Context: an optimization exercise on an open-source flow, tuned for small area. The choices shown serve that exercise and are no tape-out recipe. The RTL was checked by simulation tests, not by an equivalence proof against the original design. No activity file was given, so power comes from the tool's default toggle rates.

Setup of alpha:
==> flow/design.v <==
module Signal_generator(
CLOCK_50,
rst,
data,
signal	);
input CLOCK_50;
input rst;
input [7:0] data;
output [15:0] signal;
reg [15:0] signal;
reg [7:0] nb_count;    
reg [3:0] bit_ctl;     
reg [7:0] sinAddr;
wire idle = bit_ctl[3];
wire bit_val = data[bit_ctl[2:0]];
wire half = sinAddr[7];
wire [6:0] q = sinAddr[6:0];
wire [6:0] k = q[6] ? (7'd0 - q) : q;
reg [14:0] s;
always @(*)
	begin
	case (k)
		7'd0: s = 15'd0;
		7'd1: s = 15'd804;
		7'd2: s = 15'd1608;
		7'd3: s = 15'd2411;
		7'd4: s = 15'd3212;
		7'd5: s = 15'd4011;
		7'd6: s = 15'd4808;
		7'd7: s = 15'd5602;
		7'd8: s = 15'd6393;
		7'd9: s = 15'd7180;
		7'd10: s = 15'd7962;
		7'd11: s = 15'd8740;
		7'd12: s = 15'd9512;
		7'd13: s = 15'd10279;
		7'd14: s = 15'd11039;
		7'd15: s = 15'd11793;
		7'd16: s = 15'd12540;
		7'd17: s = 15'd13279;
		7'd18: s = 15'd14010;
		7'd19: s = 15'd14733;
		7'd20: s = 15'd15447;
		7'd21: s = 15'd16151;
		7'd22: s = 15'd16846;
		7'd23: s = 15'd17531;
		7'd24: s = 15'd18205;
		7'd25: s = 15'd18868;
		7'd26: s = 15'd19520;
		7'd27: s = 15'd20160;
		7'd28: s = 15'd20788;
		7'd29: s = 15'd21403;
		7'd30: s = 15'd22006;
		7'd31: s = 15'd22595;
		7'd32: s = 15'd23170;
		7'd33: s = 15'd23732;
		7'd34: s = 15'd24279;
		7'd35: s = 15'd24812;
		7'd36: s = 15'd25330;
		7'd37: s = 15'd25833;
		7'd38: s = 15'd26320;
		7'd39: s = 15'd26791;
		7'd40: s = 15'd27246;
		7'd41: s = 15'd27684;
		7'd42: s = 15'd28106;
		7'd43: s = 15'd28511;
		7'd44: s = 15'd28899;
		7'd45: s = 15'd29269;
		7'd46: s = 15'd29622;
		7'd47: s = 15'd29957;
		7'd48: s = 15'd30274;
		7'd49: s = 15'd30572;
		7'd50: s = 15'd30853;
		7'd51: s = 15'd31114;
		7'd52: s = 15'd31357;
		7'd53: s = 15'd31581;
		7'd54: s = 15'd31786;
		7'd55: s = 15'd31972;
		7'd56: s = 15'd32138;
		7'd57: s = 15'd32286;
		7'd58: s = 15'd32413;
		7'd59: s = 15'd32522;
		7'd60: s = 15'd32610;
		7'd61: s = 15'd32679;
		7'd62: s = 15'd32729;
		7'd63: s = 15'd32758;
		7'd64: s = 15'd32767;
		default: s = 15'bx;
	endcase
	end
wire [15:0] sine = half ? ((k == 7'd64) ? 16'd0 : (16'd32768 - {1'b0, s})) : {1'b1, s};
always @(posedge CLOCK_50)
begin
if (rst)
	begin
	nb_count <= 8'd0;
	bit_ctl <= 4'd0;
	sinAddr <= 8'd0;
	signal <= 16'd32768;
	end
else
	begin
	nb_count <= nb_count + 8'd1;
	if (&nb_count)
		bit_ctl <= idle ? 4'd0 : bit_ctl + 4'd1;
	if (idle)
		signal <= 16'd32768;
	else
		begin
		signal <= sine;
		sinAddr <= sinAddr + (bit_val ? 8'd1 : 8'd2);
		end
	end
end
endmodule
clock: 5.0 ns
lec_check: 0
abc_area: 1
cap_margin: 20
core_margin: 2
core_utilization: 70
gpl_timing_driven: 0
place_density: 0.8
slew_margin: 20
standard.sh (not shown) runs the stock make flow with config.mk's settings and CLKGATE_MAP_FILE= SYNTH_SCRIPT=/design/flow/synth_recipe.tcl, a recipe that flattens the netlist after the stock synthesis.
==> flow/flow/run.sh <==
#!/bin/bash
# Own flow: the standard flow, with a stronger ABC script in synthesis (no
# adder extraction) and single-strength port buffers. Each tool's output goes to
# a log file of its own in this folder.
set -euo pipefail
W=$PWD
rm -rf "$W/scripts_mod"
cp -r "$FLOW_HOME/scripts" "$W/scripts_mod"
cp "$W/flow/abc.script" "$W/scripts_mod/abc_area.script"
bash standard.sh SCRIPTS_DIR="$W/scripts_mod" ADDER_MAP_FILE= synth > "$W/synth.log" 2>&1
bash standard.sh BUFFER_PORTS_ARGS="-buffer_cell sky130_fd_sc_hd__buf_1" > "$W/layout.log" 2>&1
==> flow/flow/abc.script <==
strash
&get -n
&deepsyn -T 60
&dch
&nf -p
&put
print_stats
alpha | stages: all done | timing, DRC, antenna: all pass
Edits applied to the flow inputs when going from alpha to beta:
- changing CORE_UTILIZATION from 70 to 60
- removing GPL_TIMING_DRIVEN (formerly 0)
- changing PLACE_DENSITY from 0.8 to 0.7
==> flow/run.sh (new file) <==
#!/bin/bash
# synth_recipe.tcl (not shown) runs the flow's synth.tcl, then flattens the netlist and writes it again
# the make line also repeats each setting of config.mk as NAME=value (left out here)
make -C /OpenROAD-flow-scripts/flow DESIGN_CONFIG=/design/flow/config.mk WORK_HOME=/design/flow/orfs CLKGATE_MAP_FILE= SYNTH_SCRIPT=/design/flow/synth_recipe.tcl finish
removed: flow/flow/run.sh
removed: flow/flow/abc.script
removed: flow/standard.sh
## What came out
Taking alpha as the reference, in beta number of flip-flops and latches was more or less identical, wire length went up.
Going from alpha to beta, sequential power lower, setup slack higher, total design power higher.
Post-synthesis area per instance was lower in beta than in alpha.
Looking at clock network fraction of total power across alpha and beta, the one that comes out higher is beta.
Compared with alpha, in beta final cell area excluding filler cells grew by 1200 um2; net load switching power up 75%.

==> re-timing with driven ports <==
In the flow no input, the clock included, has a driving cell. The finished layouts below were timed again as built, in two steps.
Step 1, drivers: a clkbuf_16 drives CLOCK_50 and a buf_2 each remaining input, both assumed.
Step 2 moves the port delays by t, midway between the first and last clock arrival at a register: inputs arrive t later, outputs are due t later. That takes back most of the time a late clock gives input paths.
Three values: ideal, step 1, step 2; two values: the first two.
run | shift t [ns] | setup WS [ns] | hold WS [ns] | latest minus earliest clock arrival (ns) | worst data-port slew with drivers (ns)
alpha | 0.364 | 0.247 / 0.247 / 0.247 | 0.493 / 0.493 / 0.493 | 0.006 / 0.006 | 0.03
beta | 0.325 | 0.878 / 0.878 / 0.878 | 0.467 / 0.467 / 0.467 | 0.010 / 0.009 | 0.04
After both steps every run listed still meets setup and hold.
